This is an optimization exercise on Yosys and OpenROAD, whose aim is small area, not a production implementation.
Function was checked by simulation only, so behaviour that the tests miss may differ from the original.

==> flow/design.v (excerpt) <==
module foc_svpwm (
        input clk,
        input rst,
        input [17:0] theta,
        input theta_valid,
        output [47:0] comp1,
        output [47:0] comp2,
        output comp_valid
    );
clock: 10.0 ns
lec_check: 0
cap_margin: 20
core_margin: 2
core_utilization: 60
cts_buf_list: sky130_fd_sc_hd__clkbuf_2 sky130_fd_sc_hd__clkbuf_4 sky130_fd_sc_hd__clkbuf_8
slew_margin: 20
run.sh (not shown) runs the stock make flow with config.mk's settings and CLKGATE_MAP_FILE= SYNTH_SCRIPT=/design/flow/synth_recipe.tcl, a recipe that flattens the netlist after the stock synthesis.
Rerun with:
--- a/flow/config.mk
+++ b/flow/config.mk
@@ -8,5 +8,5 @@
 export CAP_MARGIN = 20
 export CORE_MARGIN = 2
-export CORE_UTILIZATION = 60
-export CTS_BUF_LIST = sky130_fd_sc_hd__clkbuf_2 sky130_fd_sc_hd__clkbuf_4 sky130_fd_sc_hd__clkbuf_8
+export CORE_UTILIZATION = 70
+export CTS_BUF_LIST = sky130_fd_sc_hd__clkbuf_4
 export SLEW_MARGIN = 20
What happened:
- The new run passed the timing, design-rule and antenna checks
- cell area fell by 1.2%
- cell count is about the same
- synthesized cell count does not change
- first-iteration DRC count goes up by 40%
- via count came out higher by 4.9%
- hold slack improved by 0.013 ns
- worst setup slack degrades by 0.54 ns

* * *

the reference run:
Another version of the RTL of foc_svpwm (not shown whole).
Size in the first run: ~2,500 cells after synthesis, about 450 flip-flops, about 120 I/O pins, roughly 30,000 um^2 of cells after synthesis.
==> flow/config.mk <==
export PLATFORM = sky130hd
export DESIGN_NAME = foc_svpwm
export DESIGN_NICKNAME = foc_svpwm
export VERILOG_FILES = /design/flow/design.v
export SDC_FILE = /design/flow/constraint.sdc
export NUM_CORES = 4
export LEC_CHECK = 0
export CAP_MARGIN = 20
export CORE_MARGIN = 2
export CORE_UTILIZATION = 75
export CTS_BUF_LIST = sky130_fd_sc_hd__clkbuf_2 sky130_fd_sc_hd__clkbuf_4 sky130_fd_sc_hd__clkbuf_8
export CTS_CLUSTER_DIAMETER = 40
export CTS_CLUSTER_SIZE = 12
export SLEW_MARGIN = 20
export SYNTH_HIERARCHICAL = 1
export SYNTH_MINIMUM_KEEP_SIZE = 0
==> flow/constraint.sdc <==
create_clock -name core_clock -period 10.0 [get_ports {clk}]
set_input_delay 2.0000 -clock core_clock [delete_from_list [all_inputs] [get_ports {clk}]]
set_output_delay 2.0000 -clock core_clock [all_outputs]
set_load 0.01 [all_outputs]
The reference run reached the end of the flow, and the finished layout is clean on the timing, design-rule and antenna checks.
The following lists how the trial run was set up differently from the reference run:
# the reference run
export LEC_CHECK = 0
export CAP_MARGIN = 20
export CORE_MARGIN = 2
export CORE_UTILIZATION = 75
export CTS_BUF_LIST = sky130_fd_sc_hd__clkbuf_2 sky130_fd_sc_hd__clkbuf_4 sky130_fd_sc_hd__clkbuf_8
export CTS_CLUSTER_DIAMETER = 40
export CTS_CLUSTER_SIZE = 12
export SLEW_MARGIN = 20
export SYNTH_HIERARCHICAL = 1
export SYNTH_MINIMUM_KEEP_SIZE = 0
create_clock -name core_clock -period 10.0 [get_ports {clk}]
# the trial run
export LEC_CHECK = 0
export CAP_MARGIN = 20
export CORE_MARGIN = 2
export CORE_UTILIZATION = 75
export CTS_BUF_LIST = sky130_fd_sc_hd__clkbuf_8
export CTS_CLUSTER_DIAMETER = 55
export CTS_CLUSTER_SIZE = 18
export SLEW_MARGIN = 20
export SYNTH_HIERARCHICAL = 1
export SYNTH_MINIMUM_KEEP_SIZE = 0
create_clock -name core_clock -period 10.0 [get_ports {clk}]
==> notes.md <==
Reported for the trial run and the reference run, area of the die turned out identical to the last digit. Worst hold-check slack (lower): the reference run. | detail-routed via count per cell | the trial run vs the reference run | 1.4% lower |. The trial run ended with less share of the clock period used by the worst path after layout than the reference run. Per the comparison of the trial run with the reference run, sequential share of layout area went up by 0.38 points.

## re-timing with driven ports
No port has a modelled driver above. Below, the same layouts with a new extraction and two added sets of constraints.
Step 1 sets driving cells, clkbuf_16 on the clock port and buf_2 on the other inputs (assumed; they add their load-dependent delay and slew).
Step 2 also shifts input and output timing later by t, the mid clock arrival at the registers, as if the neighbouring blocks saw the same clock.
a / b / c = no drivers / after step 1 / after step 2; a / b = the first two.
run | t, ns | slack for setup (ns) | worst hold slack (ns) | latest minus earliest clock arrival (ns) | cell pins on the clock port's net
the first run of note 1 | 0.731 | 1.472 / 1.472 / 1.185 | 0.282 / 0.282 / 0.282 | 0.062 / 0.062 | 1
the second run of note 1 | 1.046 | 0.932 / 0.932 / 0.932 | 0.295 / 0.295 / 0.295 | 0.086 / 0.086 | 1
the reference run | 0.702 | 0.193 / 0.193 / 0.193 | 0.304 / 0.304 / 0.304 | 0.051 / 0.051 | 1
the trial run | 0.674 | 0.309 / 0.309 / 0.309 | 0.325 / 0.325 / 0.325 | 0.057 / 0.057 | 1
After both steps setup and hold are still met in every run listed. For the first run of note 1, which loses most, drivers alone change the setup slack by 0.000 ns; drivers and shift together by -0.287 ns.
